What follows belongs to an exercise in optimizing a design on an open flow for small area, a short achievable clock period and few clock cycles per item; a production flow would make more cautious choices.
The RTL was checked by simulation tests, not by an equivalence proof against the original design.
Power figures rest on the tool's default switching activity, not on a simulated workload.

==> flow/design.v (outline; a module is shown in full before it is edited, if it fits) <==
// module AO22: 5 lines
// module AOI222: 5 lines
// module AOI22: 5 lines
// module REG32: 16 lines
// module registers: 54 lines
// module RDBIT: 14 lines
// module ALU: 10 lines
// module G_NAND2: 1 lines
// module G_NOR2: 1 lines
// module G_INV: 1 lines
// module G_XOR2: 1 lines
// module G_XNOR2: 1 lines
// module G_AOI21: 1 lines
// module G_OAI21: 1 lines
// module G_NAND2B: 1 lines
// module G_NOR2B: 1 lines
// module G_NOR3: 1 lines
// module G_AO221: 1 lines
// module G_NAND4: 1 lines
// module FADD32C: 402 lines
// module FADD32: 390 lines
// module FLT32: 136 lines
// module FEQ32: 56 lines
// module PROCESSOR: 116 lines
module PROCESSOR (
    iClk, nRst, iRDY,
    oMemAddr, oMemData,
    iMemData,
    oMemWrite, oMemRead
);
  // ...
==> flow/run.sh <==
#!/bin/bash
# synth_recipe.tcl (not shown) runs the flow's synth.tcl, then flattens the netlist and writes it again
# the make line also repeats each setting of config.mk as NAME=value (left out here)
make -C /OpenROAD-flow-scripts/flow DESIGN_CONFIG=/design/flow/config.mk WORK_HOME=/design/flow/orfs CLKGATE_MAP_FILE= SYNTH_SCRIPT=/design/flow/synth_recipe.tcl finish
==> flow/config.mk <==
export PLATFORM = sky130hd
export DESIGN_NAME = PROCESSOR
export DESIGN_NICKNAME = PROCESSOR
export VERILOG_FILES = /design/flow/design.v
export SDC_FILE = /design/flow/constraint.sdc
export NUM_CORES = 4
export LEC_CHECK = 0
export CAP_MARGIN = 20
export CORE_MARGIN = 2
export CORE_UTILIZATION = 30
export CTS_CLUSTER_DIAMETER = 80
export CTS_CLUSTER_SIZE = 25
export SETUP_SLACK_MARGIN = 5
export SLEW_MARGIN = 20
export SYNTH_HIERARCHICAL = 1
export SYNTH_MINIMUM_KEEP_SIZE = 0
export TNS_END_PERCENT = 20
==> flow/constraint.sdc <==
create_clock -name core_clock -period 10.0 [get_ports {iClk}]
set_input_delay 2.0000 -clock core_clock [delete_from_list [all_inputs] [get_ports {iClk}]]
set_output_delay 2.0000 -clock core_clock [all_outputs]
set_load 0.01 [all_outputs]
==> flow_metrics.py, run 1 <==
metrics = {
    "power_and_ir_drop": {
        "comb_power_w": 0.00201,
        "clockPowerShare": 0.288,
        "powerClk_w": 0.00295,
        "p_seq_w": 0.00526,
    },
    "route": {
        "wl_met3_um": 37200,
        "vias": 52949,
        "drcViolationCount": 0,
        "dr.max_layer_used": "met5",
    },
    "worst_setup_path": {
        "worst-path-buf-inv": 3,
        "r2r_slack_ns": 5.21,
        "cp.required_ns": 8.00,
    },
    "finish": {
        "nNetsFinal": 5296,
        "top_register": "regs.rf",
        "inv_count": 73,
        "clkbuf_count": 73,
        "area.growth.synth_to_final_pct": 15.6,
        "buf_share": 0.0530,
        "seq_cell_count": 1192,
    },
    "die": {
        "die_x_um": 429,
    },
    "timing": {
        "fin_ws_ns": 4.31,
        "post-route-period-util": 0.569,
        "fmax_ghz": 0.176,
        "worstMarginPinSlew_ns": 1.15,
    },
    "outcome": {
        "status": "complete, no violations",
    },
    "cts": {
        "cts_buffer_depth": 3,
        "cts_hold_buf": 0,
        "cts_inserted_buffers": 61,
        "cts_setup_buffers": 147,
    },
    "yosys": {
        "synth_top_family_by_area": "compound AO/OA/AOI/OAI gates",
    },
    "placement": {
        "dpl.hpwl_um": 163000,
    },
}
Testbench counts, summed over its fixed seeds: cycles 72,000, txns 72,000.
==> module PROCESSOR, before the edit <==
module PROCESSOR (
    iClk, nRst, iRDY,
    oMemAddr, oMemData,
    iMemData,
    oMemWrite, oMemRead
);
input wire iClk, nRst, iRDY;
output wire [31:0] oMemAddr, oMemData;
input wire  [31:0] iMemData;
output wire        oMemWrite, oMemRead;
wire [4:0]  fA   = iMemData[31:27];
wire [4:0]  fB   = iMemData[26:22];
wire [10:0] fOpx = iMemData[16:6];
wire [5:0]  fOp  = iMemData[5:0];
wire f_addi = (fOp == 6'h04);
wire f_ldw  = (fOp == 6'h17);
wire f_stw  = (fOp == 6'h15);
wire f_br   = (fOp == 6'h06);
wire f_beq  = (fOp == 6'h26);
wire f_blt  = (fOp == 6'h16);
wire f_call = (fOp == 6'h00);
wire f_rt   = (fOp == 6'h3A);
wire f_add  = f_rt && (fOpx == 11'h620);
wire f_sub  = f_rt && (fOpx == 11'h720);
wire f_ret  = f_rt && (fOpx == 11'h0A0);
wire f_wr   = f_addi || f_add || f_sub || f_call;
wire [4:0] f_dest = f_rt ? iMemData[21:17] : f_call ? 5'd31 : fB;
reg [31:0] eA, eB;       
reg [31:0] eY;           
reg [25:0] eI;           
reg [31:0] ePF;          
reg e_wr, e_call, e_ret, e_br, e_beq, e_blt, e_ldw, e_stw, e_rt, e_sub;
reg e_done;              
reg [4:0] e_dest;        
wire [31:0] e_imm   = {{16{eI[15]}}, eI[15:0]};
wire [31:0] e_imm26 = {6'd0, eI};
wire [31:0] sum;
ALU alu(.iSub(e_sub), .iRegA(eA), .iRegB(eY), .oRegC(sum));
wire [31:0] e_res = e_call ? ePF : sum;
wire [3:0] e_eq, e_lt;
FEQ32 ceq(.iA(eA), .iB(e_imm), .oEQ(e_eq));
FLT32 clt(.iA(eA), .iB(eB), .oLT(e_lt));
wire [31:0] tgt;
FADD32 atg(.iA(ePF), .iB(e_imm), .oS(tgt));
wire mem = (e_ldw || e_stw) && !e_done;    
wire sc = !mem && e_call;
genvar gq, gb;
generate
    for (gq = 0; gq < 4; gq = gq + 1) begin : nf
        wire st, sp;
        G_AO221 ust(.a1(e_blt), .a2(e_lt[gq]), .b1(e_beq), .b2(e_eq[gq]), .c1(e_br), .y(st));
        G_NOR3  usp(.a(st), .b(mem), .c(e_call), .y(sp));
        for (gb = 8*gq; gb < 8*gq + 8; gb = gb + 1) begin : b
            wire y1, y2;
            AOI222 uo(.a1(mem), .a2(sum[gb]), .b1(st), .b2(tgt[gb]), .c1(sp), .c2(ePF[gb]), .y(y1));
            if (gb < 26) begin : i26
                G_NAND2 ui(.a(sc), .b(eI[gb]), .y(y2));
                G_NAND2 uc(.a(y1), .b(y2), .y(oMemAddr[gb]));
            end else begin : n26
                G_INV uc(.a(y1), .y(oMemAddr[gb]));
            end
        end
    end
endgenerate
wire [31:0] ra, rb;
registers regs(
    .iClk(iClk), .nRst(nRst),
    .iWrite(iRDY && (mem ? e_ldw : e_wr)), .iAddrW(e_dest), .iDataW(mem ? iMemData : e_res),
    .iBypV(e_wr), .iBypAddr(e_dest), .iBypData(e_res),
    .iAddrA(fA), .iAddrB(fB),
    .oRegA(ra), .oRegB(rb)
);
wire [31:0] pf_nx = e_call ? e_imm26 :
                    e_ret  ? eA :
                    oMemAddr + 32'd4;     
wire fetch = iRDY && !mem;    
always @(posedge iClk) begin
    if (fetch) begin
        eA    <= ra;
        eB    <= rb;
        eY    <= f_rt ? (rb ^ {32{f_sub}}) : {{16{iMemData[21]}}, iMemData[21:6]};
        ePF   <= pf_nx;
        e_ret <= f_ret;
        e_br  <= f_br;
        e_beq <= f_beq;
        e_blt <= f_blt;
        e_rt  <= f_rt;
        e_sub <= f_sub;
        e_dest <= f_dest;
    end
end
always @(posedge iClk or negedge nRst) begin
    if (!nRst) begin
        eI     <= 26'd0;
        e_call <= 1'b1;
        e_wr   <= 1'b0;
        e_ldw  <= 1'b0;
        e_stw  <= 1'b0;
        e_done <= 1'b0;
    end else if (iRDY) begin
        if (mem) begin
            e_done <= 1'b1;
        end else begin
            eI     <= iMemData[31:6];
            e_call <= f_call;
            e_wr   <= f_wr;
            e_ldw  <= f_ldw;
            e_stw  <= f_stw;
            e_done <= 1'b0;
        end
    end
end
assign oMemRead  = !(mem && e_stw);
assign oMemWrite = mem && e_stw;
assign oMemData  = eB;
endmodule
==> run 2, diff against run 1 <==
--- a/flow/design.v
+++ b/flow/design.v
@@ -118,6 +118,8 @@
 module G_NOR2B(a, b, y);  input wire a, b; output wire y; assign y = ~(a | ~b); endmodule
 module G_NOR3(a, b, c, y);  input wire a, b, c; output wire y; assign y = ~(a | b | c); endmodule
 module G_AO221(a1, a2, b1, b2, c1, y); input wire a1, a2, b1, b2, c1; output wire y; assign y = (a1 & a2) | (b1 & b2) | c1; endmodule
+module G_NAND3(a, b, c, y); input wire a, b, c; output wire y; assign y = ~(a & b & c); endmodule
+module G_AOI221(a1, a2, b1, b2, c1, y); input wire a1, a2, b1, b2, c1; output wire y; assign y = ~((a1 & a2) | (b1 & b2) | c1); endmodule
 module G_NAND4(a, b, c, d, y); input wire a, b, c, d; output wire y; assign y = ~(a & b & c & d); endmodule
 module FADD32C(iA, iB, iCI, oS);
 input  wire [31:0] iA, iB;
@@ -1134,10 +1136,11 @@
 reg [31:0] eY;           
 reg [25:0] eI;           
 reg [31:0] ePF;          
+reg        eS;           
 reg e_wr, e_call, e_ret, e_br, e_beq, e_blt, e_ldw, e_stw, e_rt, e_sub;
 reg e_done;              
 reg [4:0] e_dest;        
-wire [31:0] e_imm   = {{16{eI[15]}}, eI[15:0]};
+wire [31:0] e_imm   = {{16{eS}}, eI[15:0]};    
 wire [31:0] e_imm26 = {6'd0, eI};
 wire [31:0] sum;
 ALU alu(.iSub(e_sub), .iRegA(eA), .iRegB(eY), .oRegC(sum));
@@ -1149,20 +1152,23 @@
 FADD32 atg(.iA(ePF), .iB(e_imm), .oS(tgt));
 wire mem = (e_ldw || e_stw) && !e_done;    
 wire sc = !mem && e_call;
+wire nmc = e_br || mem || e_call;    
 genvar gq, gb;
 generate
     for (gq = 0; gq < 4; gq = gq + 1) begin : nf
         wire st, sp;
         G_AO221 ust(.a1(e_blt), .a2(e_lt[gq]), .b1(e_beq), .b2(e_eq[gq]), .c1(e_br), .y(st));
-        G_NOR3  usp(.a(st), .b(mem), .c(e_call), .y(sp));
+        G_AOI221 usp(.a1(e_blt), .a2(e_lt[gq]), .b1(e_beq), .b2(e_eq[gq]), .c1(nmc), .y(sp));
         for (gb = 8*gq; gb < 8*gq + 8; gb = gb + 1) begin : b
-            wire y1, y2;
-            AOI222 uo(.a1(mem), .a2(sum[gb]), .b1(st), .b2(tgt[gb]), .c1(sp), .c2(ePF[gb]), .y(y1));
+            wire ys, yt, yp, yi;
+            G_NAND2 us(.a(mem), .b(sum[gb]), .y(ys));
+            G_NAND2 ut(.a(st), .b(tgt[gb]), .y(yt));
+            G_NAND2 up(.a(sp), .b(ePF[gb]), .y(yp));
             if (gb < 26) begin : i26
-                G_NAND2 ui(.a(sc), .b(eI[gb]), .y(y2));
-                G_NAND2 uc(.a(y1), .b(y2), .y(oMemAddr[gb]));
+                G_NAND2 ui(.a(sc), .b(eI[gb]), .y(yi));
+                G_NAND4 uc(.a(ys), .b(yt), .c(yp), .d(yi), .y(oMemAddr[gb]));
             end else begin : n26
-                G_INV uc(.a(y1), .y(oMemAddr[gb]));
+                G_NAND3 uc(.a(ys), .b(yt), .c(yp), .y(oMemAddr[gb]));
             end
         end
     end
@@ -1179,12 +1185,21 @@
                     e_ret  ? eA :
                     oMemAddr + 32'd4;     
 wire fetch = iRDY && !mem;    
+wire [128:0] eq_q = {eS, eA, eB, eY, ePF};
+wire [128:0] eq_n = {iMemData[21], ra, rb, f_rt ? (rb ^ {32{f_sub}}) : {{16{iMemData[21]}}, iMemData[21:6]}, pf_nx};
+wire [128:0] eq_d;
+wire nfetch = !fetch;
+genvar ge;
+generate
+    for (ge = 0; ge < 129; ge = ge + 1) begin : ed
+        AO22 u(.a1(fetch), .a2(eq_n[ge]), .b1(nfetch), .b2(eq_q[ge]), .x(eq_d[ge]));
+    end
+endgenerate
+always @(posedge iClk) begin
+    {eS, eA, eB, eY, ePF} <= eq_d;
+end
 always @(posedge iClk) begin
     if (fetch) begin
-        eA    <= ra;
-        eB    <= rb;
-        eY    <= f_rt ? (rb ^ {32{f_sub}}) : {{16{iMemData[21]}}, iMemData[21:6]};
-        ePF   <= pf_nx;
         e_ret <= f_ret;
         e_br  <= f_br;
         e_beq <= f_beq;
==> flow_metrics.py, run 2 <==
metrics = {
    "yosys": {
        "yosys.area_share.simple": 0.115,
        "synth_top_family_by_area": "compound AO/OA/AOI/OAI gates",
        "yosys.area.top_type_share": 0.415,
        "synth.area.mux_share": 0.0205,
        "synth_fp_nets": 5134,
        "synth_xor_area_frac": 0.0361,
        "synthTopCellsByArea": "dfxtp_1 42%, a22o_1 19%, a222oi_1 12%, nand2_1 3.0%, dfrtp_1 2.8%",
        "synth_top_area_cell": "dfxtp_1",
        "syn_area_mm2": 0.0541,
        "async_flop_share": 0.0520,
        "synth_compound_area_frac": 0.361,
        "synth_edf_count": 10,
        "ys_seq_elements": 1193,
        "seq_area_frac_synth": 0.449,
        "avgSynthCellArea_um2": 10.6,
        "yosysMostFrequentCell": "a22o_1",
        "ys_warn_count": 8,
        "synth_common_cells": "1185 x a22o_1, 1121 x dfxtp_1, 640 x a222oi_1, 432 x nand2_1, 226 x nor2_1",
        "synth_flop_cell": "dfxtp_1",
        "synthCells": 5098,
        "synth_fa_ha_area_frac": 0.000231,
        "synth.distinct_cells": 69,
    },
    "timing": {
        "post-route-period-util": 0.532,
        "final.setup_skew_ns": 0.0689,
        "worstMarginPinSlew_ns": 1.23,
        "min_period_ns": 5.32,
        "hold_viol": 0,
        "totalNegativeSetupSlack_ns": 0,
        "slew_headroom": 0.176,
        "slew_violations": 0,
        "finalSetupViolCount": 0,
        "fin_ws_ns": 4.68,
        "timing.hold.ws_ns": 0.475,
        "grt_setup_unrepaired": "true",
        "fmax_ghz": 0.188,
    },
    "global_routing": {
        "grt_overflow": 0,
        "antenna_found_initial": 18,
        "grt_usage": 0.277,
        "grt_max_degree": 71,
        "grt_pass1_wl_um": 377000,
        "grt_pass1_vias": 50135,
    },
    "worst_setup_path": {
        "cp.required_ns": 10.64,
        "crit_family": "simple AND/OR/NAND/NOR gates",
        "cp_data_arrival_time_ns": 5.96,
        "worst-path-buf-inv": 4,
        "cpMaxStageDelayCell": "or4_4",
        "crit_start": "iMemData[26]",
        "r2r_start": "e_dest[0]",
        "cp-start-kind": "primary input",
        "worstPathMaxFanout": 32,
        "max_stage_delay_ns": 0.78,
        "critPathKind": "primary input to flop",
        "r2r_cells": 10,
        "critical_path.endpoint": "eY[2]",
        "worstPathCellList": "clkdlybuf4s50_1 > buf_4 > nand3b_1 > buf_4 > nor3_4 > buf_6 > a222oi_1 > nand4_1 > or4_4 > xor2_1 > o21ai_0 > a22o_1",
        "cpMostUsedCell": "buf_4",
        "r2r_slack_ns": 5.05,
        "worst-path-stages": 12,
        "cp-end-kind": "flop",
        "reg2reg_to": "eY[2]",
    },
    "die": {
        "dieArea_mm2": 0.184,
        "core_mm2": 0.179,
        "chipHeight_um": 429,
        "rows": 155,
        "initial_core_util": 0.302,
        "die_x_um": 429,
        "boundaryPins": 101,
    },
    "route": {
        "routed_wl_um": 272000,
        "antenna_left": 0,
        "vias": 54188,
        "viasPerCell": 6.96,
        "wl_per_cell_um": 34.9,
        "drtIter0Drc": 12724,
        "drcViolationCount": 0,
        "drtPass1Iterations": 14,
    },
    "placement": {
        "dp.cells": 7574,
        "dpl.hpwl_um": 168000,
        "place_ws_ns": 3.81,
        "io_buffers": 100,
        "routabilityCongestion": 0.991,
    },
    "cts": {
        "htreeDepth": 3,
        "cts_inserted_buffers": 69,
        "clock_sinks": 1193,
        "root_buffer": "clkbuf_16",
        "cts_tree": "yes",
        "cts_hold_buf": 0,
        "clkLatencyLatePin_ns": 0.74,
        "clk_pin_slew_ns": 0.10,
        "cts_buffer_depth": 3,
    },
    "power_and_ir_drop": {
        "power.density_mw_per_mm2": 161,
        "leakage_nw": 23.0,
        "ir_drop_mv": 0.107,
    },
    "finish": {
        "top_register": "regs.rf",
        "final_core_util": 0.351,
        "final_cells": 7789,
        "drive_above_1_share": 0.178,
        "final_common_cell": "a22o_1",
        "largest_reg_flops": 992,
        "final_cell_mix": "1185 x a22o_1, 1046 x dfxtp_1, 640 x a222oi_1",
        "area.growth.synth_to_final_pct": 15.9,
        "nNetsFinal": 5417,
    },
    "outcome": {
        "status": "complete, no violations",
    },
    "job": {
        "drv_cap": 0,
    },
    "worst_hold_path": {
        "min_path_type": "flop to flop",
    },
}
-- run 2: changes by cell type after synthesis, moves of 8 or more --
cell and change:
a222oi_1 -32, a22o_1 +129, dfxtp_1 +129, edfxtp_1 -128, inv_1 -14, nand2_1 +68
nand4_1 +24, nor2_1 +8, nor4_1 -8, o21ai_0 +9, o21ai_1 -11
-- run 2: how the worst min path moves through the flow --
stage	from	to	slack, ns	depth (start not counted)
3_5_place_dp	regs.vld[7]	regs.vld[7]	0.45	1
5_1_grt	regs.vld[29]	regs.vld[29]	0.49	1
2_1_floorplan	regs.vld[10]	regs.vld[10]	0.43	1
6_report	regs.vld[11]	regs.vld[11]	0.48	1
4_1_cts	regs.vld[7]	regs.vld[7]	0.47	1
3_3_place_gp	regs.vld[7]	regs.vld[7]	0.44	1
-- run 2: cell families (layout without fill, tap and decap cells) --
family          count (synthesis)  count (layout)
compound gates               2249            2249
flops                        1193            1193
simple gates                 1155            1155
xor+xnor                      223             223
buf+inv                       178             507
mux                            99              99
fa+ha+maj                       1               1
other cells                     0               7
-- run 2: layout make-up --
class                      instances  area, um2
antenna                            7       17.5
multi-input combinational       3727      29900
clock buffer                      84       1840
tap                             2355       2950
inverter                          60        229
timing repair buffer             330       2780
sequential                      1193      24500
clock inverter                    33        448
fill                           17915     116000
-- run 2: report_power, final --
part	leakage (nW)	switching, W	internal, W	total, W
clock	1.10	0.00187	0.00144	0.00332
combinational	11.9	0.00106	0.000544	0.00161
sequential	10.0	0.000229	0.00492	0.00515
-- run 2: what timing repair did --
item                                    CTS  global route
endpoints found under the hold margin     0             0
setup buffers                            73            16
endpoints found under the setup margin  100            92
gates resized for setup                 309            84
pin swaps                                25            23
cloned                                    1             0
-- run 2: through the flow --
step,total power [W],area [um2]
2_1_floorplan,0.00621,54300
3_3_place_gp,0.00669,58900
3_5_place_dp,0.00671,58900
4_1_cts,0.0100,62400
5_1_grt,0.0103,62700
6_report,0.0101,62700
-- run 2: worst register-to-register path: stages (launching register included) --
cell	delay, ns
edfxtp_1	0.79
nand2b_1	0.46
o21ai_0	0.66
nor3_4	0.09
buf_4	0.32
a222oi_1	0.54
nand4_1	0.72
or4_4	0.78
xor2_1	0.18
o21ai_0	0.10
a22o_1	0.23
-- run 2: Yosys stat by module (local to each module, per instance), excerpt --
module,area (um2),copies in the design,cells
FADD32C,240,1,32
FLT32,30.0,1,4
G_AO221,10.0,4,1
G_AOI221,15.0,4,1
G_NAND2B,6.26,32,1
G_NAND3,5.00,6,1
G_NAND4,6.26,34,1
G_XOR2,8.76,106,1
PROCESSOR,6690,1,588
RDBIT,36.3,64,5
-- run 2: routing by layer --
metal,vias to the layer above,wire length [um],GRT usage
met4,4,18900,0.168
met2,4542,113000,0.404
met5,-,197,0.000781
li1,22116,-,-
met1,26715,101000,0.357
met3,811,38600,0.0871
Testbench counts of run 2, summed over its fixed seeds: cycles 72,000, txns 72,000.
==> run 3, diff against run 2 <==
--- a/flow/design.v
+++ b/flow/design.v
@@ -1137,7 +1137,7 @@
 reg [25:0] eI;           
 reg [31:0] ePF;          
 reg        eS;           
-reg e_wr, e_call, e_ret, e_br, e_beq, e_blt, e_ldw, e_stw, e_rt, e_sub;
+reg e_wr, e_call, e_ret, e_br, e_beq, e_blt, e_ldw, e_stw, e_sub;
 reg e_done;              
 reg [4:0] e_dest;        
 wire [31:0] e_imm   = {{16{eS}}, eI[15:0]};    
@@ -1201,10 +1201,6 @@
 always @(posedge iClk) begin
     if (fetch) begin
         e_ret <= f_ret;
-        e_br  <= f_br;
-        e_beq <= f_beq;
-        e_blt <= f_blt;
-        e_rt  <= f_rt;
         e_sub <= f_sub;
         e_dest <= f_dest;
     end
@@ -1213,6 +1209,9 @@
     if (!nRst) begin
         eI     <= 26'd0;
         e_call <= 1'b1;
+        e_br   <= 1'b0;
+        e_beq  <= 1'b0;
+        e_blt  <= 1'b0;
         e_wr   <= 1'b0;
         e_ldw  <= 1'b0;
         e_stw  <= 1'b0;
@@ -1223,6 +1222,9 @@
         end else begin
             eI     <= iMemData[31:6];
             e_call <= f_call;
+            e_br   <= f_br;
+            e_beq  <= f_beq;
+            e_blt  <= f_blt;
             e_wr   <= f_wr;
             e_ldw  <= f_ldw;
             e_stw  <= f_stw;
==> flow_metrics.py, run 3 <==
metrics = {
    "worst_setup_path": {
        "worstPathMaxFanout": 32,
        "max_stage_delay_ns": 0.82,
        "r2r_start": "e_wr",
        "cp.required_ns": 10.70,
        "crit_start": "iRDY",
        "cp-start-kind": "primary input",
        "cp_data_arrival_time_ns": 6.05,
        "cp-end-kind": "flop",
        "worstPathCellList": "clkdlybuf4s50_1 > nor2b_2 > and4b_1 > nand2_1 > buf_4 > inv_2 > a22o_1",
        "critPathKind": "primary input to flop",
        "cpMaxStageDelayCell": "inv_2",
    },
    "yosys": {
        "synth_edf_count": 7,
        "avgSynthCellArea_um2": 10.6,
        "seq_area_frac_synth": 0.449,
        "async_flop_share": 0.0545,
        "synthTopCellsByArea": "dfxtp_1 41%, a22o_1 19%, a222oi_1 12%, nand2_1 3.0%, dfrtp_1 3.0%",
        "synth_fp_nets": 5150,
        "synthCells": 5114,
        "yosys.area.top_type_share": 0.415,
        "ys_seq_elements": 1193,
        "synth.distinct_cells": 63,
        "yosysMostFrequentCell": "a22o_1",
        "synth_flop_cell": "dfxtp_1",
        "syn_area_mm2": 0.0541,
        "ys_warn_count": 8,
        "synth_common_cells": "1187 x a22o_1, 1121 x dfxtp_1, 640 x a222oi_1, 438 x nand2_1, 222 x nor2_1",
        "synth_top_area_cell": "dfxtp_1",
    },
    "placement": {
        "io_buffers": 100,
        "place_ws_ns": 3.66,
        "dp.cells": 7580,
        "routabilityCongestion": 0.987,
        "dpl.hpwl_um": 171000,
        "place_area_mm2": 0.0589,
    },
    "worst_hold_path": {
        "min_path_type": "flop to flop",
        "worstHoldStart": "regs.vld[31]",
    },
    "power_and_ir_drop": {
        "seqPwrFrac": 0.549,
        "ir_drop_mv": 0.172,
        "leakage_nw": 23.0,
        "p_switching_w": 0.00280,
        "swShare": 0.302,
        "power.density_mw_per_mm2": 148,
        "clockPowerShare": 0.322,
        "power_frac_comb": 0.129,
        "p_int_w": 0.00648,
    },
    "timing": {
        "slew_violations": 0,
        "worstMarginPinSlew_ns": 1.23,
        "final.setup_skew_ns": 0.0516,
        "fmax_ghz": 0.187,
        "finalSetupViolCount": 0,
        "min_period_ns": 5.35,
        "totalNegativeSetupSlack_ns": 0,
        "slew_headroom": 0.179,
        "fin_ws_ns": 4.65,
        "grt_setup_unrepaired": "true",
        "hold_viol": 0,
        "post-route-period-util": 0.535,
    },
    "route": {
        "drtPass1Iterations": 14,
        "routed_wl_um": 282000,
        "wl_per_cell_um": 36.2,
        "vias": 54883,
        "antenna_left": 0,
        "drtIter0Drc": 14113,
        "drcViolationCount": 0,
        "viasPerCell": 7.04,
    },
    "global_routing": {
        "antenna_found_initial": 19,
        "grt_pass1_wl_um": 388000,
        "grt_pass1_vias": 51103,
        "grt_usage": 0.287,
        "grt_overflow": 0,
        "grt_max_degree": 76,
    },
    "finish": {
        "final_cells": 7799,
        "final_area_mm2": 0.0627,
        "largest_reg_flops": 992,
        "area.growth.synth_to_final_pct": 15.9,
        "drive_above_1_share": 0.187,
        "top_register": "regs.rf",
        "nNetsFinal": 5440,
        "final_common_cell": "a22o_1",
        "fill_cells": 17921,
        "final_cell_mix": "1187 x a22o_1, 1042 x dfxtp_1, 640 x a222oi_1",
    },
    "job": {
        "drv_cap": 0,
    },
    "outcome": {
        "status": "complete, no violations",
    },
    "die": {
        "chipHeight_um": 429,
        "core_mm2": 0.179,
        "dieArea_mm2": 0.184,
        "rows": 155,
        "initial_core_util": 0.303,
        "die_x_um": 429,
        "boundaryPins": 101,
    },
    "cts": {
        "clk_pin_slew_ns": 0.10,
        "clkLatencyLatePin_ns": 0.78,
        "htreeDepth": 2,
        "cts_inserted_buffers": 61,
        "root_buffer": "clkbuf_16",
        "cts_tree": "yes",
        "clock_sinks": 1193,
        "cts_buffer_depth": 3,
    },
}
run 3: per-stage QoR:
stage | utilization | total power (W) | hold WS (ns)
after floorplan | - | 0.00589 | 0.427
after CTS | 0.346 | 0.00918 | 0.472
after global placement | 0.329 | 0.00625 | 0.446
after global routing | 0.351 | 0.00951 | 0.484
final | 0.351 | 0.00928 | 0.473
after detailed placement | 0.329 | 0.00627 | 0.446
run 3: critical path, delay by kind of cell:
kind	cells	cell delay [ns]
AOI/OAI and AO/OA	1	0.27
and+or+nand+nor	3	1.73
buffers and inverters	3	1.94
run 3: worst paths after layout:
| check | endpoint | slack [ns] | cells after the start |
|---|---|---|---|
| max reg2reg | eY[16] | 5.18 | 10 |
| min in group asynchronous | e_stw | 1.14 | 1 |
| max | regs.rf[127] | 4.65 | 7 |
| min reg2reg | regs.vld[31] | 0.47 | 1 |
| max in group asynchronous | regs.vld[26] | 7.63 | 2 |
| min | regs.vld[31] | 0.47 | 1 |
run 3: layer usage:
| layer | GRT usage | vias up | part of all wire |
|---|---|---|---|
| li1 | - | 22154 | - |
| met1 | 0.356 | 26749 | 0.36 |
| met2 | 0.417 | 4906 | 0.41 |
| met3 | 0.109 | 1062 | 0.15 |
| met4 | 0.180 | 12 | 0.072 |
| met5 | 0.00546 | - | 0.00072 |
run 3: power by group through the flow:
| stage | combinational [W] | sequential, W | clock (W) |
|---|---|---|---|
| 2_1_floorplan | 0.000758 | 0.00513 | 0 |
| 3_3_place_gp | 0.00106 | 0.00520 | 0 |
| 3_5_place_dp | 0.00107 | 0.00520 | 0 |
| 4_1_cts | 0.00111 | 0.00508 | 0.00298 |
| 5_1_grt | 0.00125 | 0.00511 | 0.00315 |
| 6_report | 0.00119 | 0.00510 | 0.00299 |
run 3: final cells by class:
cell class | instances | area [um2] | area share
multi-input combinational | 3736 | 30200 | 0.481
sequential | 1193 | 24500 | 0.391
tap | 2355 | 2950 | 0.0470
timing repair buffer | 347 | 2940 | 0.0469
clock buffer | 71 | 1570 | 0.0251
clock inverter | 22 | 300 | 0.00479
inverter | 65 | 255 | 0.00407
antenna | 10 | 25.0 | 0.000399
run 3: cells by family after synthesis:
kind of cell,after synthesis,share of synthesized area
buffers and inverters,186,0.0188
AOI/OAI and AO/OA,2252,0.361
DFF,1193,0.449
xor gates and xnor gates,223,0.0361
adders and majority gates,1,0.000231
and+or+nand+nor,1159,0.115
muxes,100,0.0206
run 3: modules after synthesis (local to each module, per instance), a selection:
module	area, um2	cells inside	flip-flops and latches
FADD32	240	32	0
G_NAND2	3.75	1	0
G_AO221	10.0	1	0
G_NAND3	5.00	1	0
AO22	8.76	1	0
G_AOI221	15.0	1	0
AOI222	10.0	1	0
G_NAND4	6.26	1	0
G_OAI21	5.00	1	0
G_NOR2B	13.8	1	0
run 3: repair_timing:
action / 4_1_cts / 5_1_grt
endpoints found under the setup margin: 284 / 137
setup buffers: 73 / 40
pin swaps: 28 / 23
gates resized for setup: 347 / 136
gates cloned: 2 / 0
hold endpoints to repair: 0 / 0
hold buffers: 0 / 0
Testbench counts of run 3, summed over its fixed seeds: cycles 72,000, txns 72,000.
==> module RDBIT, before the edit <==
module RDBIT(iSel, iD, iBypS, iBypD, oQ);
input  wire [31:1] iSel, iD;
input  wire        iBypS, iBypD;
output wire        oQ;
wire [9:0] n;
genvar t;
generate
    for (t = 0; t < 10; t = t + 1) begin : g3
        AOI222 u(.a1(iSel[3*t+1]), .a2(iD[3*t+1]), .b1(iSel[3*t+2]), .b2(iD[3*t+2]),
                 .c1(iSel[3*t+3]), .c2(iD[3*t+3]), .y(n[t]));
    end
endgenerate
assign oQ = ~(&n[3:0]) | ~(&n[7:4]) | ~(&n[9:8]) | (iSel[31] & iD[31]) | (iBypS & iBypD);
endmodule
==> module FLT32, before the edit <==
module FLT32(iA, iB, oLT);
input  wire [31:0] iA, iB;
output wire [3:0] oLT;
wire n1, n3, n5, n7, n9, n11, n13, n15, n17, n19, n21, n23, n25, n27, n29, n31, n33, n35, n37, n39, n41, n43, n45, n47, n49, n51, n53, n55, n57, n59, n61, n63, n65, n67, n69, n71, n73, n75, n77, n79, n81, n83, n85, n87, n89, n91, n93, n95, n97, n99, n101, n103, n105, n107, n109, n111, n113, n115, n117, n119, n121, n123, n125, n127, n129, n131, n133, n135, n137, n139, n141, n143, n145, n147, n149, n151, n153, n155, n157, n159, n161, n163, n165, n167, n169, n171, n173, n175, n177, n179, n181, n183, n185, n187, n189, n191, n193, n195, n197, n199, n201, n203, n205, n207, n209, n211, n213, n215, n217, n219, n221, n223, n225, n227, n229, n231, n233, n235, n237, n239, n241, n243, n245, n247, n249, n251, n253, n255, n257, n259;
G_NAND2B u2(.a(iA[0]), .b(iB[0]), .y(n1));
G_NOR2B u4(.a(iA[0]), .b(iB[0]), .y(n3));
G_NAND2B u6(.a(iA[1]), .b(iB[1]), .y(n5));
G_NOR2B u8(.a(iA[1]), .b(iB[1]), .y(n7));
G_NAND2B u10(.a(iA[2]), .b(iB[2]), .y(n9));
G_NOR2B u12(.a(iA[2]), .b(iB[2]), .y(n11));
G_NAND2B u14(.a(iA[3]), .b(iB[3]), .y(n13));
G_NOR2B u16(.a(iA[3]), .b(iB[3]), .y(n15));
G_NAND2B u18(.a(iA[4]), .b(iB[4]), .y(n17));
G_NOR2B u20(.a(iA[4]), .b(iB[4]), .y(n19));
G_NAND2B u22(.a(iA[5]), .b(iB[5]), .y(n21));
G_NOR2B u24(.a(iA[5]), .b(iB[5]), .y(n23));
G_NAND2B u26(.a(iA[6]), .b(iB[6]), .y(n25));
G_NOR2B u28(.a(iA[6]), .b(iB[6]), .y(n27));
G_NAND2B u30(.a(iA[7]), .b(iB[7]), .y(n29));
G_NOR2B u32(.a(iA[7]), .b(iB[7]), .y(n31));
G_NAND2B u34(.a(iA[8]), .b(iB[8]), .y(n33));
G_NOR2B u36(.a(iA[8]), .b(iB[8]), .y(n35));
G_NAND2B u38(.a(iA[9]), .b(iB[9]), .y(n37));
G_NOR2B u40(.a(iA[9]), .b(iB[9]), .y(n39));
G_NAND2B u42(.a(iA[10]), .b(iB[10]), .y(n41));
G_NOR2B u44(.a(iA[10]), .b(iB[10]), .y(n43));
G_NAND2B u46(.a(iA[11]), .b(iB[11]), .y(n45));
G_NOR2B u48(.a(iA[11]), .b(iB[11]), .y(n47));
G_NAND2B u50(.a(iA[12]), .b(iB[12]), .y(n49));
G_NOR2B u52(.a(iA[12]), .b(iB[12]), .y(n51));
G_NAND2B u54(.a(iA[13]), .b(iB[13]), .y(n53));
G_NOR2B u56(.a(iA[13]), .b(iB[13]), .y(n55));
G_NAND2B u58(.a(iA[14]), .b(iB[14]), .y(n57));
G_NOR2B u60(.a(iA[14]), .b(iB[14]), .y(n59));
G_NAND2B u62(.a(iA[15]), .b(iB[15]), .y(n61));
G_NOR2B u64(.a(iA[15]), .b(iB[15]), .y(n63));
G_NAND2B u66(.a(iA[16]), .b(iB[16]), .y(n65));
G_NOR2B u68(.a(iA[16]), .b(iB[16]), .y(n67));
G_NAND2B u70(.a(iA[17]), .b(iB[17]), .y(n69));
G_NOR2B u72(.a(iA[17]), .b(iB[17]), .y(n71));
G_NAND2B u74(.a(iA[18]), .b(iB[18]), .y(n73));
G_NOR2B u76(.a(iA[18]), .b(iB[18]), .y(n75));
G_NAND2B u78(.a(iA[19]), .b(iB[19]), .y(n77));
G_NOR2B u80(.a(iA[19]), .b(iB[19]), .y(n79));
G_NAND2B u82(.a(iA[20]), .b(iB[20]), .y(n81));
G_NOR2B u84(.a(iA[20]), .b(iB[20]), .y(n83));
G_NAND2B u86(.a(iA[21]), .b(iB[21]), .y(n85));
G_NOR2B u88(.a(iA[21]), .b(iB[21]), .y(n87));
G_NAND2B u90(.a(iA[22]), .b(iB[22]), .y(n89));
G_NOR2B u92(.a(iA[22]), .b(iB[22]), .y(n91));
G_NAND2B u94(.a(iA[23]), .b(iB[23]), .y(n93));
G_NOR2B u96(.a(iA[23]), .b(iB[23]), .y(n95));
G_NAND2B u98(.a(iA[24]), .b(iB[24]), .y(n97));
G_NOR2B u100(.a(iA[24]), .b(iB[24]), .y(n99));
G_NAND2B u102(.a(iA[25]), .b(iB[25]), .y(n101));
G_NOR2B u104(.a(iA[25]), .b(iB[25]), .y(n103));
G_NAND2B u106(.a(iA[26]), .b(iB[26]), .y(n105));
G_NOR2B u108(.a(iA[26]), .b(iB[26]), .y(n107));
G_NAND2B u110(.a(iA[27]), .b(iB[27]), .y(n109));
G_NOR2B u112(.a(iA[27]), .b(iB[27]), .y(n111));
G_NAND2B u114(.a(iA[28]), .b(iB[28]), .y(n113));
G_NOR2B u116(.a(iA[28]), .b(iB[28]), .y(n115));
G_NAND2B u118(.a(iA[29]), .b(iB[29]), .y(n117));
G_NOR2B u120(.a(iA[29]), .b(iB[29]), .y(n119));
G_NAND2B u122(.a(iA[30]), .b(iB[30]), .y(n121));
G_NOR2B u124(.a(iA[30]), .b(iB[30]), .y(n123));
G_NAND2B u126(.a(iA[31]), .b(iB[31]), .y(n125));
G_NOR2B u128(.a(iA[31]), .b(iB[31]), .y(n127));
G_OAI21 u130(.a1(n127), .a2(n121), .b1(n125), .y(n129));
G_NOR2 u132(.a(n127), .b(n123), .y(n131));
G_OAI21 u134(.a1(n119), .a2(n113), .b1(n117), .y(n133));
G_NOR2 u136(.a(n119), .b(n115), .y(n135));
G_OAI21 u138(.a1(n111), .a2(n105), .b1(n109), .y(n137));
G_NOR2 u140(.a(n111), .b(n107), .y(n139));
G_OAI21 u142(.a1(n103), .a2(n97), .b1(n101), .y(n141));
G_NOR2 u144(.a(n103), .b(n99), .y(n143));
G_OAI21 u146(.a1(n95), .a2(n89), .b1(n93), .y(n145));
G_NOR2 u148(.a(n95), .b(n91), .y(n147));
G_OAI21 u150(.a1(n87), .a2(n81), .b1(n85), .y(n149));
G_NOR2 u152(.a(n87), .b(n83), .y(n151));
G_OAI21 u154(.a1(n79), .a2(n73), .b1(n77), .y(n153));
G_NOR2 u156(.a(n79), .b(n75), .y(n155));
G_OAI21 u158(.a1(n71), .a2(n65), .b1(n69), .y(n157));
G_NOR2 u160(.a(n71), .b(n67), .y(n159));
G_OAI21 u162(.a1(n63), .a2(n57), .b1(n61), .y(n161));
G_NOR2 u164(.a(n63), .b(n59), .y(n163));
G_OAI21 u166(.a1(n55), .a2(n49), .b1(n53), .y(n165));
G_NOR2 u168(.a(n55), .b(n51), .y(n167));
G_OAI21 u170(.a1(n47), .a2(n41), .b1(n45), .y(n169));
G_NOR2 u172(.a(n47), .b(n43), .y(n171));
G_OAI21 u174(.a1(n39), .a2(n33), .b1(n37), .y(n173));
G_NOR2 u176(.a(n39), .b(n35), .y(n175));
G_OAI21 u178(.a1(n31), .a2(n25), .b1(n29), .y(n177));
G_NOR2 u180(.a(n31), .b(n27), .y(n179));
G_OAI21 u182(.a1(n23), .a2(n17), .b1(n21), .y(n181));
G_NOR2 u184(.a(n23), .b(n19), .y(n183));
G_OAI21 u186(.a1(n15), .a2(n9), .b1(n13), .y(n185));
G_NOR2 u188(.a(n15), .b(n11), .y(n187));
G_OAI21 u190(.a1(n7), .a2(n1), .b1(n5), .y(n189));
G_NOR2 u192(.a(n7), .b(n3), .y(n191));
G_AOI21 u194(.a1(n131), .a2(n133), .b1(n129), .y(n193));
G_NAND2 u196(.a(n131), .b(n135), .y(n195));
G_AOI21 u198(.a1(n139), .a2(n141), .b1(n137), .y(n197));
G_NAND2 u200(.a(n139), .b(n143), .y(n199));
G_AOI21 u202(.a1(n147), .a2(n149), .b1(n145), .y(n201));
G_NAND2 u204(.a(n147), .b(n151), .y(n203));
G_AOI21 u206(.a1(n155), .a2(n157), .b1(n153), .y(n205));
G_NAND2 u208(.a(n155), .b(n159), .y(n207));
G_AOI21 u210(.a1(n163), .a2(n165), .b1(n161), .y(n209));
G_NAND2 u212(.a(n163), .b(n167), .y(n211));
G_AOI21 u214(.a1(n171), .a2(n173), .b1(n169), .y(n213));
G_NAND2 u216(.a(n171), .b(n175), .y(n215));
G_AOI21 u218(.a1(n179), .a2(n181), .b1(n177), .y(n217));
G_NAND2 u220(.a(n179), .b(n183), .y(n219));
G_AOI21 u222(.a1(n187), .a2(n189), .b1(n185), .y(n221));
G_NAND2 u224(.a(n187), .b(n191), .y(n223));
G_OAI21 u226(.a1(n195), .a2(n197), .b1(n193), .y(n225));
G_NOR2 u228(.a(n195), .b(n199), .y(n227));
G_OAI21 u230(.a1(n203), .a2(n205), .b1(n201), .y(n229));
G_NOR2 u232(.a(n203), .b(n207), .y(n231));
G_OAI21 u234(.a1(n211), .a2(n213), .b1(n209), .y(n233));
G_NOR2 u236(.a(n211), .b(n215), .y(n235));
G_OAI21 u238(.a1(n219), .a2(n221), .b1(n217), .y(n237));
G_NOR2 u240(.a(n219), .b(n223), .y(n239));
G_AOI21 u242(.a1(n227), .a2(n229), .b1(n225), .y(n241));
G_NAND2 u244(.a(n227), .b(n231), .y(n243));
G_AOI21 u246(.a1(n235), .a2(n237), .b1(n233), .y(n245));
G_NAND2 u248(.a(n235), .b(n239), .y(n247));
G_OAI21 u250(.a1(n243), .a2(n245), .b1(n241), .y(n249));
G_NOR2 u252(.a(n243), .b(n247), .y(n251));
G_NOR2 u254(.a(n249), .b(n251), .y(n253));
G_NOR2 u256(.a(n249), .b(n251), .y(n255));
G_NOR2 u258(.a(n249), .b(n251), .y(n257));
G_NOR2 u260(.a(n249), .b(n251), .y(n259));
assign oLT = {n259, n257, n255, n253};
endmodule
==> run 4, diff against run 3 <==
--- a/flow/design.v
+++ b/flow/design.v
@@ -87,7 +87,9 @@
 input  wire [31:1] iSel, iD;
 input  wire        iBypS, iBypD;
 output wire        oQ;
-wire [9:0] n;
+wire [11:0] n;
+wire [2:0] o;
+wire x, y;
 genvar t;
 generate
     for (t = 0; t < 10; t = t + 1) begin : g3
@@ -95,7 +97,14 @@
                  .c1(iSel[3*t+3]), .c2(iD[3*t+3]), .y(n[t]));
     end
 endgenerate
-assign oQ = ~(&n[3:0]) | ~(&n[7:4]) | ~(&n[9:8]) | (iSel[31] & iD[31]) | (iBypS & iBypD);
+G_NAND2 u31(.a(iSel[31]), .b(iD[31]), .y(n[10]));
+G_NAND2 ubp(.a(iBypS), .b(iBypD), .y(n[11]));
+G_NAND4 uo0(.a(n[0]), .b(n[1]), .c(n[2]),  .d(n[3]),  .y(o[0]));
+G_NAND4 uo1(.a(n[4]), .b(n[5]), .c(n[6]),  .d(n[7]),  .y(o[1]));
+G_NAND4 uo2(.a(n[8]), .b(n[9]), .c(n[10]), .d(n[11]), .y(o[2]));
+G_NOR2  ux(.a(o[0]), .b(o[1]), .y(x));
+G_INV   uy(.a(o[2]), .y(y));
+G_NAND2 uq(.a(x), .b(y), .y(oQ));
 endmodule
 module ALU(
     iSub,
@@ -913,74 +922,74 @@
 assign oS[30] = n703;
 assign oS[31] = n705;
 endmodule
-module FLT32(iA, iB, oLT);
-input  wire [31:0] iA, iB;
+module FLT32(iA, iBn, oLT);
+input  wire [31:0] iA, iBn;
 output wire [3:0] oLT;
 wire n1, n3, n5, n7, n9, n11, n13, n15, n17, n19, n21, n23, n25, n27, n29, n31, n33, n35, n37, n39, n41, n43, n45, n47, n49, n51, n53, n55, n57, n59, n61, n63, n65, n67, n69, n71, n73, n75, n77, n79, n81, n83, n85, n87, n89, n91, n93, n95, n97, n99, n101, n103, n105, n107, n109, n111, n113, n115, n117, n119, n121, n123, n125, n127, n129, n131, n133, n135, n137, n139, n141, n143, n145, n147, n149, n151, n153, n155, n157, n159, n161, n163, n165, n167, n169, n171, n173, n175, n177, n179, n181, n183, n185, n187, n189, n191, n193, n195, n197, n199, n201, n203, n205, n207, n209, n211, n213, n215, n217, n219, n221, n223, n225, n227, n229, n231, n233, n235, n237, n239, n241, n243, n245, n247, n249, n251, n253, n255, n257, n259;
-G_NAND2B u2(.a(iA[0]), .b(iB[0]), .y(n1));
-G_NOR2B u4(.a(iA[0]), .b(iB[0]), .y(n3));
-G_NAND2B u6(.a(iA[1]), .b(iB[1]), .y(n5));
-G_NOR2B u8(.a(iA[1]), .b(iB[1]), .y(n7));
-G_NAND2B u10(.a(iA[2]), .b(iB[2]), .y(n9));
-G_NOR2B u12(.a(iA[2]), .b(iB[2]), .y(n11));
-G_NAND2B u14(.a(iA[3]), .b(iB[3]), .y(n13));
-G_NOR2B u16(.a(iA[3]), .b(iB[3]), .y(n15));
-G_NAND2B u18(.a(iA[4]), .b(iB[4]), .y(n17));
-G_NOR2B u20(.a(iA[4]), .b(iB[4]), .y(n19));
-G_NAND2B u22(.a(iA[5]), .b(iB[5]), .y(n21));
-G_NOR2B u24(.a(iA[5]), .b(iB[5]), .y(n23));
-G_NAND2B u26(.a(iA[6]), .b(iB[6]), .y(n25));
-G_NOR2B u28(.a(iA[6]), .b(iB[6]), .y(n27));
-G_NAND2B u30(.a(iA[7]), .b(iB[7]), .y(n29));
-G_NOR2B u32(.a(iA[7]), .b(iB[7]), .y(n31));
-G_NAND2B u34(.a(iA[8]), .b(iB[8]), .y(n33));
-G_NOR2B u36(.a(iA[8]), .b(iB[8]), .y(n35));
-G_NAND2B u38(.a(iA[9]), .b(iB[9]), .y(n37));
-G_NOR2B u40(.a(iA[9]), .b(iB[9]), .y(n39));
-G_NAND2B u42(.a(iA[10]), .b(iB[10]), .y(n41));
-G_NOR2B u44(.a(iA[10]), .b(iB[10]), .y(n43));
-G_NAND2B u46(.a(iA[11]), .b(iB[11]), .y(n45));
-G_NOR2B u48(.a(iA[11]), .b(iB[11]), .y(n47));
-G_NAND2B u50(.a(iA[12]), .b(iB[12]), .y(n49));
-G_NOR2B u52(.a(iA[12]), .b(iB[12]), .y(n51));
-G_NAND2B u54(.a(iA[13]), .b(iB[13]), .y(n53));
-G_NOR2B u56(.a(iA[13]), .b(iB[13]), .y(n55));
-G_NAND2B u58(.a(iA[14]), .b(iB[14]), .y(n57));
-G_NOR2B u60(.a(iA[14]), .b(iB[14]), .y(n59));
-G_NAND2B u62(.a(iA[15]), .b(iB[15]), .y(n61));
-G_NOR2B u64(.a(iA[15]), .b(iB[15]), .y(n63));
-G_NAND2B u66(.a(iA[16]), .b(iB[16]), .y(n65));
-G_NOR2B u68(.a(iA[16]), .b(iB[16]), .y(n67));
-G_NAND2B u70(.a(iA[17]), .b(iB[17]), .y(n69));
-G_NOR2B u72(.a(iA[17]), .b(iB[17]), .y(n71));
-G_NAND2B u74(.a(iA[18]), .b(iB[18]), .y(n73));
-G_NOR2B u76(.a(iA[18]), .b(iB[18]), .y(n75));
-G_NAND2B u78(.a(iA[19]), .b(iB[19]), .y(n77));
-G_NOR2B u80(.a(iA[19]), .b(iB[19]), .y(n79));
-G_NAND2B u82(.a(iA[20]), .b(iB[20]), .y(n81));
-G_NOR2B u84(.a(iA[20]), .b(iB[20]), .y(n83));
-G_NAND2B u86(.a(iA[21]), .b(iB[21]), .y(n85));
-G_NOR2B u88(.a(iA[21]), .b(iB[21]), .y(n87));
-G_NAND2B u90(.a(iA[22]), .b(iB[22]), .y(n89));
-G_NOR2B u92(.a(iA[22]), .b(iB[22]), .y(n91));
-G_NAND2B u94(.a(iA[23]), .b(iB[23]), .y(n93));
-G_NOR2B u96(.a(iA[23]), .b(iB[23]), .y(n95));
-G_NAND2B u98(.a(iA[24]), .b(iB[24]), .y(n97));
-G_NOR2B u100(.a(iA[24]), .b(iB[24]), .y(n99));
-G_NAND2B u102(.a(iA[25]), .b(iB[25]), .y(n101));
-G_NOR2B u104(.a(iA[25]), .b(iB[25]), .y(n103));
-G_NAND2B u106(.a(iA[26]), .b(iB[26]), .y(n105));
-G_NOR2B u108(.a(iA[26]), .b(iB[26]), .y(n107));
-G_NAND2B u110(.a(iA[27]), .b(iB[27]), .y(n109));
-G_NOR2B u112(.a(iA[27]), .b(iB[27]), .y(n111));
-G_NAND2B u114(.a(iA[28]), .b(iB[28]), .y(n113));
-G_NOR2B u116(.a(iA[28]), .b(iB[28]), .y(n115));
-G_NAND2B u118(.a(iA[29]), .b(iB[29]), .y(n117));
-G_NOR2B u120(.a(iA[29]), .b(iB[29]), .y(n119));
-G_NAND2B u122(.a(iA[30]), .b(iB[30]), .y(n121));
-G_NOR2B u124(.a(iA[30]), .b(iB[30]), .y(n123));
-G_NAND2B u126(.a(iA[31]), .b(iB[31]), .y(n125));
-G_NOR2B u128(.a(iA[31]), .b(iB[31]), .y(n127));
+G_NAND2 u2(.a(iA[0]), .b(iBn[0]), .y(n1));
+G_NOR2 u4(.a(iA[0]), .b(iBn[0]), .y(n3));
+G_NAND2 u6(.a(iA[1]), .b(iBn[1]), .y(n5));
+G_NOR2 u8(.a(iA[1]), .b(iBn[1]), .y(n7));
+G_NAND2 u10(.a(iA[2]), .b(iBn[2]), .y(n9));
+G_NOR2 u12(.a(iA[2]), .b(iBn[2]), .y(n11));
+G_NAND2 u14(.a(iA[3]), .b(iBn[3]), .y(n13));
+G_NOR2 u16(.a(iA[3]), .b(iBn[3]), .y(n15));
+G_NAND2 u18(.a(iA[4]), .b(iBn[4]), .y(n17));
+G_NOR2 u20(.a(iA[4]), .b(iBn[4]), .y(n19));
+G_NAND2 u22(.a(iA[5]), .b(iBn[5]), .y(n21));
+G_NOR2 u24(.a(iA[5]), .b(iBn[5]), .y(n23));
+G_NAND2 u26(.a(iA[6]), .b(iBn[6]), .y(n25));
+G_NOR2 u28(.a(iA[6]), .b(iBn[6]), .y(n27));
+G_NAND2 u30(.a(iA[7]), .b(iBn[7]), .y(n29));
+G_NOR2 u32(.a(iA[7]), .b(iBn[7]), .y(n31));
+G_NAND2 u34(.a(iA[8]), .b(iBn[8]), .y(n33));
+G_NOR2 u36(.a(iA[8]), .b(iBn[8]), .y(n35));
+G_NAND2 u38(.a(iA[9]), .b(iBn[9]), .y(n37));
+G_NOR2 u40(.a(iA[9]), .b(iBn[9]), .y(n39));
+G_NAND2 u42(.a(iA[10]), .b(iBn[10]), .y(n41));
+G_NOR2 u44(.a(iA[10]), .b(iBn[10]), .y(n43));
+G_NAND2 u46(.a(iA[11]), .b(iBn[11]), .y(n45));
+G_NOR2 u48(.a(iA[11]), .b(iBn[11]), .y(n47));
+G_NAND2 u50(.a(iA[12]), .b(iBn[12]), .y(n49));
+G_NOR2 u52(.a(iA[12]), .b(iBn[12]), .y(n51));
+G_NAND2 u54(.a(iA[13]), .b(iBn[13]), .y(n53));
+G_NOR2 u56(.a(iA[13]), .b(iBn[13]), .y(n55));
+G_NAND2 u58(.a(iA[14]), .b(iBn[14]), .y(n57));
+G_NOR2 u60(.a(iA[14]), .b(iBn[14]), .y(n59));
+G_NAND2 u62(.a(iA[15]), .b(iBn[15]), .y(n61));
+G_NOR2 u64(.a(iA[15]), .b(iBn[15]), .y(n63));
+G_NAND2 u66(.a(iA[16]), .b(iBn[16]), .y(n65));
+G_NOR2 u68(.a(iA[16]), .b(iBn[16]), .y(n67));
+G_NAND2 u70(.a(iA[17]), .b(iBn[17]), .y(n69));
+G_NOR2 u72(.a(iA[17]), .b(iBn[17]), .y(n71));
+G_NAND2 u74(.a(iA[18]), .b(iBn[18]), .y(n73));
+G_NOR2 u76(.a(iA[18]), .b(iBn[18]), .y(n75));
+G_NAND2 u78(.a(iA[19]), .b(iBn[19]), .y(n77));
+G_NOR2 u80(.a(iA[19]), .b(iBn[19]), .y(n79));
+G_NAND2 u82(.a(iA[20]), .b(iBn[20]), .y(n81));
+G_NOR2 u84(.a(iA[20]), .b(iBn[20]), .y(n83));
+G_NAND2 u86(.a(iA[21]), .b(iBn[21]), .y(n85));
+G_NOR2 u88(.a(iA[21]), .b(iBn[21]), .y(n87));
+G_NAND2 u90(.a(iA[22]), .b(iBn[22]), .y(n89));
+G_NOR2 u92(.a(iA[22]), .b(iBn[22]), .y(n91));
+G_NAND2 u94(.a(iA[23]), .b(iBn[23]), .y(n93));
+G_NOR2 u96(.a(iA[23]), .b(iBn[23]), .y(n95));
+G_NAND2 u98(.a(iA[24]), .b(iBn[24]), .y(n97));
+G_NOR2 u100(.a(iA[24]), .b(iBn[24]), .y(n99));
+G_NAND2 u102(.a(iA[25]), .b(iBn[25]), .y(n101));
+G_NOR2 u104(.a(iA[25]), .b(iBn[25]), .y(n103));
+G_NAND2 u106(.a(iA[26]), .b(iBn[26]), .y(n105));
+G_NOR2 u108(.a(iA[26]), .b(iBn[26]), .y(n107));
+G_NAND2 u110(.a(iA[27]), .b(iBn[27]), .y(n109));
+G_NOR2 u112(.a(iA[27]), .b(iBn[27]), .y(n111));
+G_NAND2 u114(.a(iA[28]), .b(iBn[28]), .y(n113));
+G_NOR2 u116(.a(iA[28]), .b(iBn[28]), .y(n115));
+G_NAND2 u118(.a(iA[29]), .b(iBn[29]), .y(n117));
+G_NOR2 u120(.a(iA[29]), .b(iBn[29]), .y(n119));
+G_NAND2 u122(.a(iA[30]), .b(iBn[30]), .y(n121));
+G_NOR2 u124(.a(iA[30]), .b(iBn[30]), .y(n123));
+G_NAND2 u126(.a(iA[31]), .b(iBn[31]), .y(n125));
+G_NOR2 u128(.a(iA[31]), .b(iBn[31]), .y(n127));
 G_OAI21 u130(.a1(n127), .a2(n121), .b1(n125), .y(n129));
 G_NOR2 u132(.a(n127), .b(n123), .y(n131));
 G_OAI21 u134(.a1(n119), .a2(n113), .b1(n117), .y(n133));
@@ -1132,7 +1141,7 @@
 wire f_ret  = f_rt && (fOpx == 11'h0A0);
 wire f_wr   = f_addi || f_add || f_sub || f_call;
 wire [4:0] f_dest = f_rt ? iMemData[21:17] : f_call ? 5'd31 : fB;
-reg [31:0] eA, eB;       
+reg [31:0] eA, eBn;      
 reg [31:0] eY;           
 reg [25:0] eI;           
 reg [31:0] ePF;          
@@ -1147,7 +1156,7 @@
 wire [31:0] e_res = e_call ? ePF : sum;
 wire [3:0] e_eq, e_lt;
 FEQ32 ceq(.iA(eA), .iB(e_imm), .oEQ(e_eq));
-FLT32 clt(.iA(eA), .iB(eB), .oLT(e_lt));
+FLT32 clt(.iA(eA), .iBn(eBn), .oLT(e_lt));
 wire [31:0] tgt;
 FADD32 atg(.iA(ePF), .iB(e_imm), .oS(tgt));
 wire mem = (e_ldw || e_stw) && !e_done;    
@@ -1185,8 +1194,8 @@
                     e_ret  ? eA :
                     oMemAddr + 32'd4;     
 wire fetch = iRDY && !mem;    
-wire [128:0] eq_q = {eS, eA, eB, eY, ePF};
-wire [128:0] eq_n = {iMemData[21], ra, rb, f_rt ? (rb ^ {32{f_sub}}) : {{16{iMemData[21]}}, iMemData[21:6]}, pf_nx};
+wire [128:0] eq_q = {eS, eA, eBn, eY, ePF};
+wire [128:0] eq_n = {iMemData[21], ra, ~rb, f_rt ? (rb ^ {32{f_sub}}) : {{16{iMemData[21]}}, iMemData[21:6]}, pf_nx};
 wire [128:0] eq_d;
 wire nfetch = !fetch;
 genvar ge;
@@ -1196,7 +1205,7 @@
     end
 endgenerate
 always @(posedge iClk) begin
-    {eS, eA, eB, eY, ePF} <= eq_d;
+    {eS, eA, eBn, eY, ePF} <= eq_d;
 end
 always @(posedge iClk) begin
     if (fetch) begin
@@ -1234,5 +1243,5 @@
 end
 assign oMemRead  = !(mem && e_stw);
 assign oMemWrite = mem && e_stw;
-assign oMemData  = eB;
+assign oMemData  = ~eBn;
 endmodule
==> flow_metrics.py, run 4 <==
metrics = {
    "outcome": {
        "status": "complete, no violations",
    },
    "timing": {
        "fmax_ghz": 0.188,
        "totalNegativeSetupSlack_ns": 0,
        "grt_setup_unrepaired": "true",
        "min_period_ns": 5.31,
        "post-route-period-util": 0.531,
        "hold_viol": 0,
        "timing.hold.ws_ns": 0.473,
        "slew_violations": 0,
        "slew_headroom": 0.259,
        "finalSetupViolCount": 0,
        "final.setup_skew_ns": 0.0494,
        "worstMarginPinSlew_ns": 1.11,
    },
    "cts": {
        "cts_buffer_depth": 3,
        "cts_inserted_buffers": 57,
        "cts_tree": "yes",
        "clk_pin_slew_ns": 0.10,
        "htreeDepth": 2,
        "clkLatencyLatePin_ns": 0.75,
        "root_buffer": "clkbuf_16",
        "clock_sinks": 1193,
    },
    "worst_setup_path": {
        "critPathKind": "flop to output pin",
        "crit_family": "compound AO/OA/AOI/OAI gates",
        "cp.required_ns": 8.00,
        "cp-start-kind": "flop",
        "cpMaxStageDelayCell": "a221o_2",
        "worstPathCellList": "nor2_2 > nor2_1 > nand2_1 > o21ai_2 > a21oi_2 > o21ai_4 > nor2_4 > a221o_2 > buf_6 > nand2_1 > nand4_1 > buf_2",
        "cp-end-kind": "output pin",
        "max_stage_delay_ns": 0.47,
        "cpMostUsedCell": "nand2_1",
        "worst-path-buf-inv": 2,
        "cp_data_arrival_time_ns": 3.31,
        "worstPathMaxFanout": 5,
    },
    "power_and_ir_drop": {
        "ir_drop_mv": 0.166,
        "leakage_nw": 23.2,
        "power.density_mw_per_mm2": 179,
    },
    "finish": {
        "drive_above_1_share": 0.153,
        "largest_reg_flops": 992,
        "area.growth.synth_to_final_pct": 15.1,
        "fill_cells": 17987,
        "final_common_cell": "a22o_1",
        "final_cell_mix": "1123 x a22o_1, 1067 x dfxtp_1, 640 x a222oi_1",
        "final_area_mm2": 0.0622,
        "top_register": "regs.rf",
        "multi_input_area_mm2": 0.0294,
        "register_area_mm2": 0.0244,
        "nNetsFinal": 5707,
    },
    "route": {
        "antenna_left": 0,
        "viasPerCell": 6.80,
        "wl_per_cell_um": 32.5,
        "routed_wl_um": 262000,
        "vias": 54790,
        "drtPass1Iterations": 14,
        "drtIter0Drc": 12638,
        "drcViolationCount": 0,
    },
    "yosys": {
        "async_flop_share": 0.0545,
        "ys_warn_count": 8,
        "synth_fp_nets": 5416,
        "synth_flop_cell": "dfxtp_1",
        "yosys.area.top_type_share": 0.415,
        "yosysMostFrequentCell": "a22o_1",
        "seq_area_frac_synth": 0.449,
        "synth_top_area_cell": "dfxtp_1",
        "synth_edf_count": 7,
        "synth_common_cells": "1123 x a22o_1, 1121 x dfxtp_1, 640 x a222oi_1, 601 x nand2_1, 318 x nor2_1",
        "synth.distinct_cells": 66,
        "synthCells": 5380,
        "synthTopCellsByArea": "dfxtp_1 42%, a22o_1 18%, a222oi_1 12%, nand2_1 4.2%, dfrtp_1 3.0%",
        "syn_area_mm2": 0.0541,
        "ys_seq_elements": 1193,
        "avgSynthCellArea_um2": 10.0,
    },
    "placement": {
        "dpl.hpwl_um": 163000,
        "routabilityCongestion": 1.05,
        "place_area_mm2": 0.0588,
        "io_buffers": 100,
    },
    "global_routing": {
        "grt_overflow": 0,
        "grt_max_degree": 74,
        "grt_pass1_wl_um": 367000,
        "grt_pass1_vias": 51071,
        "antenna_found_initial": 19,
        "grt_usage": 0.266,
    },
    "worst_hold_path": {
        "min_path_type": "flop to flop",
    },
    "die": {
        "die_x_um": 428,
        "dieArea_mm2": 0.184,
        "core_mm2": 0.179,
        "initial_core_util": 0.302,
        "rows": 155,
        "boundaryPins": 101,
        "chipHeight_um": 428,
    },
    "job": {
        "drv_cap": 0,
    },
}
-- run 4: stage by stage --
stage / setup slack [ns] / utilization / power (W) / cells
floorplan: 4.41 / - / 0.00737 / 5380
global placement: 3.96 / 0.329 / 0.00810 / 7853
detailed placement: 3.94 / 0.329 / 0.00815 / 7853
CTS: 4.78 / 0.345 / 0.0110 / 8031
global route: 4.67 / 0.348 / 0.0114 / 8057
finish: 4.69 / 0.348 / 0.0111 / 8059
-- run 4: final timing paths --
path | startpoint | end | slack, ns | cells after the start
worst min-delay path | regs.vld[5] | regs.vld[5] | 0.47 | 1
max in group asynchronous | nRst | regs.vld[25] | 7.73 | 2
worst min register to register | regs.vld[5] | regs.vld[5] | 0.47 | 1
worst max-delay path | eA[5] | oMemAddr[0] | 4.69 | 12
worst max register to register | eA[5] | ePF[25] | 5.10 | 25
min in group asynchronous | nRst | eI[0] | 1.09 | 1
-- run 4: cells by family (layout without fill, tap and decap cells) --
| group | count (synthesis) | count (layout) | share of synthesized area |
|---|---|---|---|
| AO/OA/AOI/OAI | 2189 | 2189 | 0.351 |
| buffers and inverters | 313 | 630 | 0.0274 |
| multiplexers | 99 | 99 | 0.0205 |
| XOR/XNOR | 220 | 220 | 0.0356 |
| other | 0 | 7 | 0 |
| AND/OR/NAND/NOR | 1365 | 1365 | 0.116 |
| flip-flops | 1193 | 1193 | 0.449 |
| adder cells (fa/ha/maj) | 1 | 1 | 0.000231 |
-- run 4: what timing repair did --
item,4_1_cts,5_1_grt
buffers inserted,92,21
hold buffers,0,0
gates cloned,1,0
pin swaps,34,27
hold endpoints to repair,0,0
resized for setup,296,117
setup endpoints to repair,87,150
-- run 4: metal layers --
metal  global-route usage  part of all wire  wire length (um)  up-vias
met5                    0           0.00025                66        -
met4                0.153             0.066             17200        8
met3               0.0766              0.14             35600      821
met2                0.396              0.42            110000     4494
met1                0.343              0.38             99100    26754
li1                     -                 -                 -    22713
-- run 4: final cells by class --
class,count,share of cell area
antenna,7,0.000281
clock buffer,74,0.0249
clock inverter,11,0.00241
inverter,190,0.0115
multi-input combinational,3874,0.473
sequential,1193,0.393
tap,2355,0.0473
timing repair buffer,355,0.0478
-- run 4: where the power goes --
| part | switching, W | internal [W] |
|---|---|---|
| clock network | 0.00169 | 0.00112 |
| registers | 0.000625 | 0.00540 |
| logic | 0.00139 | 0.000878 |
| total | 0.00371 | 0.00740 |
-- run 4: Yosys stat by module (local to each module, per instance), excerpt --
| module | cells | flip-flops and latches |
|---|---|---|
| AOI222 | 1 | 0 |
| G_XNOR2 | 1 | 0 |
| G_NAND3 | 1 | 0 |
| G_NAND4 | 1 | 0 |
| FEQ32 | 4 | 0 |
| AO22 | 1 | 0 |
| G_AOI21 | 1 | 0 |
Testbench counts of run 4, summed over its fixed seeds: cycles 72,000, txns 72,000.

static timing again, ports no longer ideal:
No port has a modelled driver above. Below, the same layouts with a new extraction and two added sets of constraints.
Step 1 sets driving cells, clkbuf_16 on the clock port and buf_2 on the other inputs (assumed; they add their load-dependent delay and slew).
Step 2 times the ports against the registers' clock, not the clock port: input delays grow and output delays shrink by t, the midpoint of the rising clock arrivals with the driver on.
Slacks: ideal ports / drivers / drivers and shift; pairs: ideal ports / drivers.
run	shift t [ns]	setup WS [ns]	worst slew at a driven data input, ns
run 1	0.826	4.312 / 4.236 / 3.571	0.14
run 2	0.792	4.678 / 4.658 / 3.888	0.18
run 3	0.843	4.649 / 4.637 / 3.873	0.13
run 4	0.808	4.692 / 4.608 / 3.869	0.18
After both steps every run listed still meets setup and hold. The setup slack of run 4, which loses most, moves by -0.084 ns with the drivers and by -0.823 ns with both steps.
